This design comes from an exercise in tuning for small area and a short achievable clock period on the open sky130 flow, not from production work. Power and IR drop assume default switching activity.

## lane 2
==> flow/design.v (excerpt) <==
module sync_fifo
    #(
    parameter DATA_WIDTH = 8,
    parameter ADDR_WIDTH = 8
    )(
    clk,
    rst_n,
    wr_en,
    wr_full,
    wr_data,
    rd_en,
    rd_empty,
    rd_data
    );
clock: 3.6 ns
lec_check: 0
cap_margin: 20
core_margin: 2
core_utilization: 40
cts_cluster_diameter: 100
cts_cluster_size: 30
setup_slack_margin: 1.6
slew_margin: 20
synth_hierarchical: 1
run.sh (not shown) runs the stock make flow with config.mk's settings and CLKGATE_MAP_FILE= SYNTH_SCRIPT=/design/flow/synth_recipe.tcl, a recipe that flattens the netlist after the stock synthesis.
#### Input delta (lane 5 over lane 2)
-- flow/config.mk --
<<< lane 2, line 12
export CTS_CLUSTER_SIZE = 30
export SETUP_SLACK_MARGIN = 1.6
export SLEW_MARGIN = 20
>>> lane 5, line 12
export CTS_CLUSTER_SIZE = 30
export SETUP_SLACK_MARGIN = 2.0
export SLEW_MARGIN = 20
==> comparison <==
- Lane 5 reports its highest-delay cell along the critical path as dfxtp_4 while lane 2 reports dfrtp_1.
- In the tables for lane 2 and lane 5, peak fanout along the critical path reads higher with lane 5.
- Part of the cycle the worst path needs in lane 5 is 2.3 points higher than in lane 2
- On smallest hold slack, lane 2 tracks lane 5 almost exactly.
- Delta (lane 5 minus lane 2): sequential cell area now sits at about the same level; maximum operating frequency now sits lower.
No run of this note included a check of the RTL's function; only the layout flow was run.

========
The RTL this note starts from:
==> flow/design.v <==
`timescale 1 ns / 1 ps
`default_nettype none
module sf_aoi222(input wire a0, input wire b0, input wire a1, input wire b1,
                 input wire a2, input wire b2, output wire y);
    assign y = ~((a0 & b0) | (a1 & b1) | (a2 & b2));
endmodule
module sf_nand2(input wire a, input wire b, output wire y);
    assign y = ~(a & b);
endmodule
module sf_nand4(input wire a, input wire b, input wire c, input wire d, output wire y);
    assign y = ~(a & b & c & d);
endmodule
module sf_oai21(input wire a1, input wire a2, input wire b1, output wire y);
    assign y = ~((a1 | a2) & b1);
endmodule
module sf_nor2(input wire a, input wire b, output wire y);
    assign y = ~(a | b);
endmodule
module sf_row16(input wire [15:0] m, input wire [15:0] csel, input wire rsel,
                output wire y);
    wire [5:0] p;
    wire x1, x2;
    sf_aoi222 u0(.a0(m[0]),  .b0(csel[0]),  .a1(m[1]),  .b1(csel[1]),  .a2(m[2]),  .b2(csel[2]),  .y(p[0]));
    sf_aoi222 u1(.a0(m[3]),  .b0(csel[3]),  .a1(m[4]),  .b1(csel[4]),  .a2(m[5]),  .b2(csel[5]),  .y(p[1]));
    sf_aoi222 u2(.a0(m[6]),  .b0(csel[6]),  .a1(m[7]),  .b1(csel[7]),  .a2(m[8]),  .b2(csel[8]),  .y(p[2]));
    sf_aoi222 u3(.a0(m[9]),  .b0(csel[9]),  .a1(m[10]), .b1(csel[10]), .a2(m[11]), .b2(csel[11]), .y(p[3]));
    sf_aoi222 u4(.a0(m[12]), .b0(csel[12]), .a1(m[13]), .b1(csel[13]), .a2(m[14]), .b2(csel[14]), .y(p[4]));
    sf_nand2  u5(.a(m[15]), .b(csel[15]), .y(p[5]));
    sf_nand4  u6(.a(p[0]), .b(p[1]), .c(p[2]), .d(p[3]), .y(x1));
    sf_nand2  u7(.a(p[4]), .b(p[5]), .y(x2));
    sf_oai21  u8(.a1(x1), .a2(x2), .b1(rsel), .y(y));
endmodule
module sync_fifo
    #(
    parameter DATA_WIDTH = 8,
    parameter ADDR_WIDTH = 8
    )(
    clk,
    rst_n,
    wr_en,
    wr_full,
    wr_data,
    rd_en,
    rd_empty,
    rd_data
    );
    input wire clk;
    input wire rst_n;
    input wire wr_en;
    output wire wr_full;
    input wire [DATA_WIDTH-1:0] wr_data;
    input wire rd_en;
    output wire rd_empty;
    output reg [DATA_WIDTH-1:0] rd_data;
    wire [2047:0] memv;     
    reg [7:0] head;         
    reg [7:0] wlast;        
    reg lastw;              
    reg [7:0] wr_ptr;
    reg nb;                 
    reg [15:0] cb0, cb1;    
    reg [2:0] rb0, rb1;     
    reg [8:0] cnt;          
    reg full_r, nempty_r, one_r, two_r;
    reg full_o, empty_o;    
    wire empty = ~nempty_r;
    wire enq = wr_en & ~full_r;
    wire deq = rd_en & nempty_r;
    assign wr_full  = full_o;
    assign rd_empty = empty_o;
    genvar i, r, c, b, k;
    wire [15:0] wrow_n, wcol_n;
    generate
        for (i = 0; i < 16; i = i + 1) begin : g_wdec
            assign wrow_n[i] = ~(enq & (wr_ptr[0] == i[3]) & (wr_ptr[7:5] == i[2:0]));
            assign wcol_n[i] = ~(wr_ptr[4:1] == i);
        end
        for (k = 0; k < 2; k = k + 1) begin : g_wb
            for (r = 0; r < 8; r = r + 1) begin : g_wr
                for (c = 0; c < 16; c = c + 1) begin : g_wc
                    wire we;
                    reg [7:0] q;
                    sf_nor2 u_we(.a(wrow_n[k*8+r]), .b(wcol_n[c]), .y(we));
                    always @(posedge clk)
                        if (we) q <= wr_data;
                    assign memv[((r*16+c)*2+k)*8 +: 8] = q;
                end
            end
        end
    endgenerate
    wire [7:0] rs0 = 8'b1 << rb0;
    wire [7:0] rs1 = 8'b1 << rb1;
    wire [1:0] sd0 [0:7];
    wire [1:0] sd1 [0:7];
    reg  [1:0] s0 [0:7];
    reg  [1:0] s1 [0:7];
    generate
        for (k = 0; k < 2; k = k + 1) begin : g_rb
            for (b = 0; b < 8; b = b + 1) begin : g_bit
                wire [7:0] ry;
                for (r = 0; r < 8; r = r + 1) begin : g_row
                    wire [15:0] m;
                    for (c = 0; c < 16; c = c + 1) begin : g_m
                        assign m[c] = memv[((r*16+c)*2+k)*8 + b];
                    end
                    sf_row16 u_row(.m(m), .csel(k ? cb1 : cb0),
                                   .rsel(k ? rs1[r] : rs0[r]), .y(ry[r]));
                end
                wire h0, h1;
                sf_nand4 u_h0(.a(ry[0]), .b(ry[1]), .c(ry[2]), .d(ry[3]), .y(h0));
                sf_nand4 u_h1(.a(ry[4]), .b(ry[5]), .c(ry[6]), .d(ry[7]), .y(h1));
                if (k == 0) begin : g_k0
                    assign sd0[b] = {h1, h0};
                end else begin : g_k1
                    assign sd1[b] = {h1, h0};
                end
            end
        end
        for (b = 0; b < 8; b = b + 1) begin : g_s
            always @(posedge clk) begin
                s0[b] <= sd0[b];
                s1[b] <= sd1[b];
            end
        end
    endgenerate
    wire [7:0] v0, v1;
    generate
        for (b = 0; b < 8; b = b + 1) begin : g_v
            assign v0[b] = |s0[b];
            assign v1[b] = |s1[b];
        end
    endgenerate
    always @(posedge clk) begin
        if (empty | (deq & one_r))
            head <= wr_data;
        else if (deq)
            head <= (two_r & lastw) ? wlast : (nb ? v1 : v0);
        rd_data <= head;
        wlast <= wr_data;
        lastw <= enq;
    end
    wire [6:0] l0 = wr_ptr[7:1] + 1'b1;        
    wire [6:0] l1 = wr_ptr[7:1] + wr_ptr[0];   
    always @(posedge clk) begin
        wr_ptr <= wr_ptr + enq;
        if (empty) begin
            nb  <= ~wr_ptr[0];
            cb0 <= 16'b1 << l0[3:0];
            rb0 <= l0[6:4];
            cb1 <= 16'b1 << l1[3:0];
            rb1 <= l1[6:4];
        end else if (deq) begin
            nb <= ~nb;
            if (nb) begin
                cb1 <= {cb1[14:0], cb1[15]};
                if (cb1[15]) rb1 <= rb1 + 1'b1;
            end else begin
                cb0 <= {cb0[14:0], cb0[15]};
                if (cb0[15]) rb0 <= rb0 + 1'b1;
            end
        end
    end
    wire cnt_is3   = (cnt == 9'd3);
    wire cnt_is255 = (cnt == 9'd255);
    always @(posedge clk or negedge rst_n) begin
        if (!rst_n) begin
            cnt      <= 9'd0;
            full_r   <= 1'b0;
            nempty_r <= 1'b0;
            one_r    <= 1'b0;
            two_r    <= 1'b0;
            full_o   <= 1'b0;
            empty_o  <= 1'b1;
        end else begin
            case ({enq, deq})
                2'b10: begin
                    cnt      <= cnt + 1'b1;
                    full_r   <= cnt_is255;
                    full_o   <= cnt_is255;
                    nempty_r <= 1'b1;
                    empty_o  <= 1'b0;
                    one_r    <= empty;
                    two_r    <= one_r;
                end
                2'b01: begin
                    cnt      <= cnt - 1'b1;
                    full_r   <= 1'b0;
                    full_o   <= 1'b0;
                    nempty_r <= ~one_r;
                    empty_o  <= one_r;
                    one_r    <= two_r;
                    two_r    <= cnt_is3;
                end
                default: ;
            endcase
        end
    end
endmodule
`resetall
Settings: LEC_CHECK=0, CAP_MARGIN=20, CORE_MARGIN=2, CORE_UTILIZATION=40, CTS_CLUSTER_DIAMETER=100, CTS_CLUSTER_SIZE=30, SETUP_SLACK_MARGIN=1.6, SLEW_MARGIN=20, SYNTH_HIERARCHICAL=1; clock period 3.6 ns.
The first run produced a clean layout.
Next try:
CORE_UTILIZATION = 55   (was 40)
SETUP_SLACK_MARGIN = 1.3   (was 1.6)
Global-route usage rose by 6.3 points.
Power drops by 5.2%.
Sequential cell count stays the same.
Setup slack is worse by 29 ps.
Sequential share of layout area came out higher by 2.9 points.
Cell count fell by 7.8%.
No functional check of the RTL was part of any run of this note.

-- what the ideal ports hide --
No port has a modelled driver above. Below, the same layouts with a new extraction and two added sets of constraints. Step 1 sets driving cells, clkbuf_16 on the clock port and buf_2 on the other inputs (assumed; they add their load-dependent delay and slew). Step 2, shift: input delay + t, output delay - t, t = (earliest + latest rising clock arrival at the registers) / 2. This alone moves slack from input paths to output paths. Three values: no drivers, after step 1, after step 2; two values: the first two.
run | t, ns | setup slack, ns | worst hold slack (ns) | worst register clock-pin slew, ns | worst slew at a driven data input, ns
lane 2 | 0.851 | 1.415 / 1.331 / 0.668 | 0.352 / 0.342 / 0.352 | 0.12 / 0.12 | 0.04
lane 5 | 0.834 | 1.333 / 1.298 / 0.579 | 0.354 / 0.320 / 0.354 | 0.12 / 0.12 | 0.04
the first run of note 2 | 0.822 | 1.238 / 1.238 / 0.727 | 0.318 / 0.282 / 0.382 | 0.12 / 0.12 | 0.06
the second run of note 2 | 0.816 | 1.210 / 1.210 / 0.610 | 0.355 / 0.315 / 0.356 | 0.12 / 0.12 | 0.06
After both steps setup and hold are still met in every run listed. For lane 5, which loses most, drivers alone change the setup slack by -0.035 ns; drivers and shift together by -0.754 ns.
